Context: an optimization exercise on an open-source flow, tuned for small area, a short achievable clock period and few clock cycles per item. The choices shown serve that exercise and are no tape-out recipe.
Where RTL was checked, it was by simulation tests only, not by an equivalence proof against the original.
No driver is modelled on the clock port, so clocking that relies on it looks cheaper here than on a real chip.
Power figures rest on the tool's default switching activity, not on a simulated workload.

==> flow/design.v (excerpt) <==
module lpc_encoder
(
	input wire ACLK,
	input wire ARESET_N,
	input wire[15:0] TDATA,
	input wire TVALID,
	input wire TLAST,
	input wire TUSER,
	output wire TREADY,
	output wire OUT_VALID,
	output wire OUT_LAST,
	output wire OUT_USER,
	output wire [79:0] OUT_DATA,
	input wire OUT_READY
);
clock: 5.0 ns
lec_check: 0
cap_margin: 20
core_margin: 2
core_utilization: 60
setup_slack_margin: 3.1
slew_margin: 20
standard.sh (not shown) runs the stock make flow with config.mk's settings and CLKGATE_MAP_FILE= SYNTH_SCRIPT=/design/flow/synth_recipe.tcl, a recipe that flattens the netlist after the stock synthesis.
==> flow/flow/run.sh <==
#!/bin/bash
set -euo pipefail
export BUFFER_PORTS_ARGS="-buffer_cell sky130_fd_sc_hd__buf_1"
bash standard.sh > standard_flow.log 2>&1
==> next run, changes <==
- SETUP_SLACK_MARGIN: 3.1 -> 3.3
Result: Global-route usage came out higher by 4.7 points. Worst setup slack degrades by 0.062 ns. Design area came out higher by about a fifth. Utilization came out higher by 12 points. First-iteration DRC count came out higher to 2.7 times its value. Total power came out higher by roughly a tenth. Wire length came out higher by well over a third. Sequential power hardly moves.
No run of this note included a check of the RTL's function; only the layout flow was run.

lpc_encoder, a different RTL version from the one above (not shown whole).
Size in the first run: roughly 150 cells after synthesis, roughly 85 flip-flops, about 3000 sq um of cells after synthesis.
clock: 5.0 ns
lec_check: 0
cap_margin: 20
core_margin: 2
core_utilization: 65
setup_slack_margin: 2.9
slew_margin: 20
==> flow/flow/run.sh <==
#!/bin/bash
set -euo pipefail
export BUFFER_PORTS_ARGS="-buffer_cell sky130_fd_sc_hd__buf_1"
export CTS_ARGS="-sink_clustering_enable -repair_clock_nets -dont_use_dummy_load -sink_clustering_size 30 -sink_clustering_max_diameter 120"
bash standard.sh > standard_flow.log 2>&1
Testbench counts at the start, summed over its fixed seeds: cycles 12,808, items 3,200.
Rerun with:
- SETUP_SLACK_MARGIN: 2.9 -> 3.15
Effect: With this change the flow never finished: it broke off in 5_1_grt with DPL-0033. Synthesized area does not change. Synthesized cell count stays the same.

== the baseline ==
Another version of the RTL of lpc_encoder (not shown whole).
Size in the first run: roughly 0.0030 sq mm of cells after synthesis.
==> flow/config.mk <==
export PLATFORM = sky130hd
export DESIGN_NAME = lpc_encoder
export DESIGN_NICKNAME = lpc_encoder
export VERILOG_FILES = /design/flow/design.v
export SDC_FILE = /design/flow/constraint.sdc
export NUM_CORES = 4
export LEC_CHECK = 0
export CAP_MARGIN = 20
export CORE_MARGIN = 2
export CORE_UTILIZATION = 70
export SETUP_SLACK_MARGIN = 2.9
export SLEW_MARGIN = 20
==> flow/constraint.sdc <==
create_clock -name core_clock -period 5.0 [get_ports {ACLK}]
set_input_delay 1.0000 -clock core_clock [delete_from_list [all_inputs] [get_ports {ACLK}]]
set_output_delay 1.0000 -clock core_clock [all_outputs]
set_load 0.01 [all_outputs]
==> flow/flow/run.sh <==
#!/bin/bash
set -euo pipefail
export BUFFER_PORTS_ARGS="-buffer_cell sky130_fd_sc_hd__buf_1"
bash standard.sh > standard_flow.log 2>&1
The baseline reached the final stage; the timing, DRC and antenna checks on its layout passed.
Testbench counts of the baseline, summed over its fixed seeds: cycles 12,808, items 3,200.
Inputs modified between the baseline and the candidate:
Settings: CORE_UTILIZATION now 60, was 70; SETUP_SLACK_MARGIN now 2.7, was 2.9.
## What came out
Both conditions hold for the candidate: the flow ran to the end and the final layout passed the timing, DRC and antenna checks. Row routed wire length: the candidate lower / the baseline higher. In the metrics for the candidate and the baseline, the one carrying the higher ratio of final minimum period to clock period is the candidate. The candidate: combinational group share of total power 0.7 points below the baseline. Comparing buffers inserted during post-CTS setup optimization for the candidate and the baseline, the bigger number came from the baseline. The candidate gives less amount of wire on met2 after detailed routing than the baseline did. The candidate: met2 track demand over resource in global routing is 22 points lower than what the baseline reported. Diff the baseline -> the candidate | total clock network power | decrease of 5.0%.

lpc_encoder with an RTL version that a note above also has.
Size in the first run: about 150 cells after synthesis, roughly 85 flip-flops, about 110 I/O pins, ~3000 µm² of cells after synthesis.
Design lpc_encoder, start of the top module:
module lpc_encoder
(
	input wire ACLK,
	input wire ARESET_N,
	input wire[15:0] TDATA,
	input wire TVALID,
	input wire TLAST,
	input wire TUSER,
	output wire TREADY,
	output wire OUT_VALID,
	output wire OUT_LAST,
	output wire OUT_USER,
	output wire [79:0] OUT_DATA,
	input wire OUT_READY
);
	reg [63:0] data_reg;
	reg [7:0]  pv_reg;
	reg [7:0]  ph_reg;
	reg        user_reg, last_reg;
	reg [1:0]  cnt_reg;
	reg        valid_reg;
	wire       acc   = TVALID & OUT_READY;
	wire [1:0] slot  = TUSER ? 2'd0 : cnt_reg;
	wire       first = (slot == 2'd0);
	wire [7:0] hi    = TDATA[15:8];
	wire [7:0] lo    = TDATA[7:0];
	always @(posedge ACLK or negedge ARESET_N) begin
		if (~ARESET_N) begin
			cnt_reg   <= 2'd0;
			valid_reg <= 1'b0;
		end else begin
			if (acc)
				cnt_reg <= slot + 2'd1;
			valid_reg <= (acc & (slot == 2'd3)) | (valid_reg & ~OUT_READY);
		end
	end
	always @(posedge ACLK) begin
		if (acc) begin
			case (slot)
				2'd0: begin data_reg[15:0]  <= {lo, hi}; pv_reg[1:0] <= {^lo, ^hi}; end
				2'd1: begin data_reg[31:16] <= {lo, hi}; pv_reg[3:2] <= {^lo, ^hi}; end
  ...
export LEC_CHECK = 0
export CAP_MARGIN = 20
export CORE_MARGIN = 2
export CORE_UTILIZATION = 65
export SETUP_SLACK_MARGIN = 2.8
export SLEW_MARGIN = 20
create_clock -name core_clock -period 5.0 [get_ports {ACLK}]
==> flow/flow/run.sh <==
#!/bin/bash
set -euo pipefail
export BUFFER_PORTS_ARGS="-buffer_cell sky130_fd_sc_hd__buf_1"
export CTS_ARGS="-sink_clustering_enable -repair_clock_nets -dont_use_dummy_load -sink_clustering_size 30 -sink_clustering_max_diameter 120"
bash standard.sh > standard_flow.log 2>&1
The first run went through all stages and came out clean.
Testbench counts at the start, summed over its fixed seeds: cycles 12,808, items 3,200.
Edit:
==> flow/flow/run.sh (replaced) <==
#!/bin/bash
set -euo pipefail
export BUFFER_PORTS_ARGS="-buffer_cell sky130_fd_sc_hd__buf_1"
export CTS_ARGS="-sink_clustering_enable -repair_clock_nets -dont_use_dummy_load -sink_clustering_size 45 -sink_clustering_max_diameter 200 -buf_list {sky130_fd_sc_hd__clkbuf_4 sky130_fd_sc_hd__clkbuf_8}"
bash standard.sh > standard_flow.log 2>&1
=> The new run passed the timing, DRC and antenna checks. Wire length does not change. First-iteration DRC count does not change. Via count does not change. Register-to-register slack stays flat. Count of clock-buffer cells in the layout is unchanged. Sequential power is about the same. Worst setup slack does not change. Global-route usage is unchanged.
Edit:
==> flow/flow/run.sh (replaced) <==
#!/bin/bash
set -euo pipefail
export BUFFER_PORTS_ARGS="-buffer_cell sky130_fd_sc_hd__buf_1"
export CTS_ARGS="-sink_clustering_enable -repair_clock_nets -dont_use_dummy_load -buf_list sky130_fd_sc_hd__clkbuf_4"
export POST_CTS_TCL="$PWD/flow/post_cts.tcl"
bash standard.sh > standard_flow.log 2>&1
==> flow/flow/post_cts.tcl (new file) <==
# Upsize the leaf clock buffers that drive many clock pins, so that the clock
# slew at every flip-flop stays low with the small clock buffers.
set block [ord::get_db_block]
foreach inst [$block getInsts] {
  if {[[$inst getMaster] getName] ne "sky130_fd_sc_hd__clkbuf_4"} { continue }
  set sinks 0
  foreach it [$inst getITerms] {
    if {[$it isOutputSignal] && [$it getNet] ne "NULL"} {
      set sinks [expr {[llength [[$it getNet] getITerms]] - 1}]
    }
  }
  if {$sinks >= 12} {
    puts "post_cts: [$inst getName] drives $sinks pins, upsized"
    replace_cell [$inst getName] sky130_fd_sc_hd__clkbuf_8
  }
}
detailed_placement
check_placement -verbose
Clock skew is higher by 0.010 ns. Core utilization decreases by 1.2 points. Routed wire length fell slightly.
Edit:
==> flow/flow/run.sh (replaced) <==
#!/bin/bash
set -euo pipefail
export BUFFER_PORTS_ARGS="-buffer_cell sky130_fd_sc_hd__buf_1"
export CTS_ARGS="-sink_clustering_enable -repair_clock_nets -dont_use_dummy_load -root_buf sky130_fd_sc_hd__clkbuf_8 -buf_list sky130_fd_sc_hd__clkbuf_4"
bash standard.sh > standard_flow.log 2>&1
removed: flow/flow/post_cts.tcl
Result: Utilization went up by 1.2 points; combinational power barely changes; synthesized cell count stays the same; design area climbs by 1.4%; sequential power barely changes; via count is about the same; die area stays the same; setup slack barely changes; global-route usage goes down by 0.27 points.

-- afterwards: timing with drivers on the ports --
Ports are ideal in the flow. The routed layouts listed here were re-timed in OpenROAD.
Step 1 assumes that a clkbuf_16 drives the clock port and a buf_2 every other input.
Step 2, shift: input delay + t, output delay - t, t = (earliest + latest rising clock arrival at the registers) / 2. This alone moves slack from input paths to output paths.
a / b / c = ideal ports / drivers / drivers and shift; a / b = the first two.
run | shift t [ns] | setup WS [ns] | hold slack, ns | worst slew at a driven data input, ns
the first run of note 1 | 0.373 | 3.085 / 3.055 / 2.752 | 0.479 / 0.479 / 0.479 | 0.04
the second run of note 1 | 0.392 | 3.023 / 2.990 / 2.710 | 0.497 / 0.497 / 0.497 | 0.05
the first run of note 2 | 0.361 | 2.797 / 2.758 / 2.622 | 0.467 / 0.468 / 0.488 | 0.05
the baseline | 0.382 | 2.658 / 2.616 / 2.561 | 0.436 / 0.425 / 0.558 | 0.05
the candidate | 0.357 | 2.645 / 2.623 / 2.581 | 0.454 / 0.449 / 0.550 | 0.03
the first run of note 4 | 0.357 | 2.797 / 2.755 / 2.564 | 0.454 / 0.451 / 0.506 | 0.05
the second run of note 4 | 0.357 | 2.797 / 2.755 / 2.564 | 0.454 / 0.451 / 0.506 | 0.05
the third run of note 4 | 0.419 | 2.797 / 2.755 / 2.534 | 0.389 / 0.387 / 0.513 | 0.05
the fourth run of note 4 | 0.357 | 2.797 / 2.755 / 2.564 | 0.454 / 0.451 / 0.506 | 0.05
After both steps setup and hold are still met in every run listed. For the first run of note 1, which loses most, drivers alone change the setup slack by -0.030 ns; drivers and shift together by -0.333 ns.
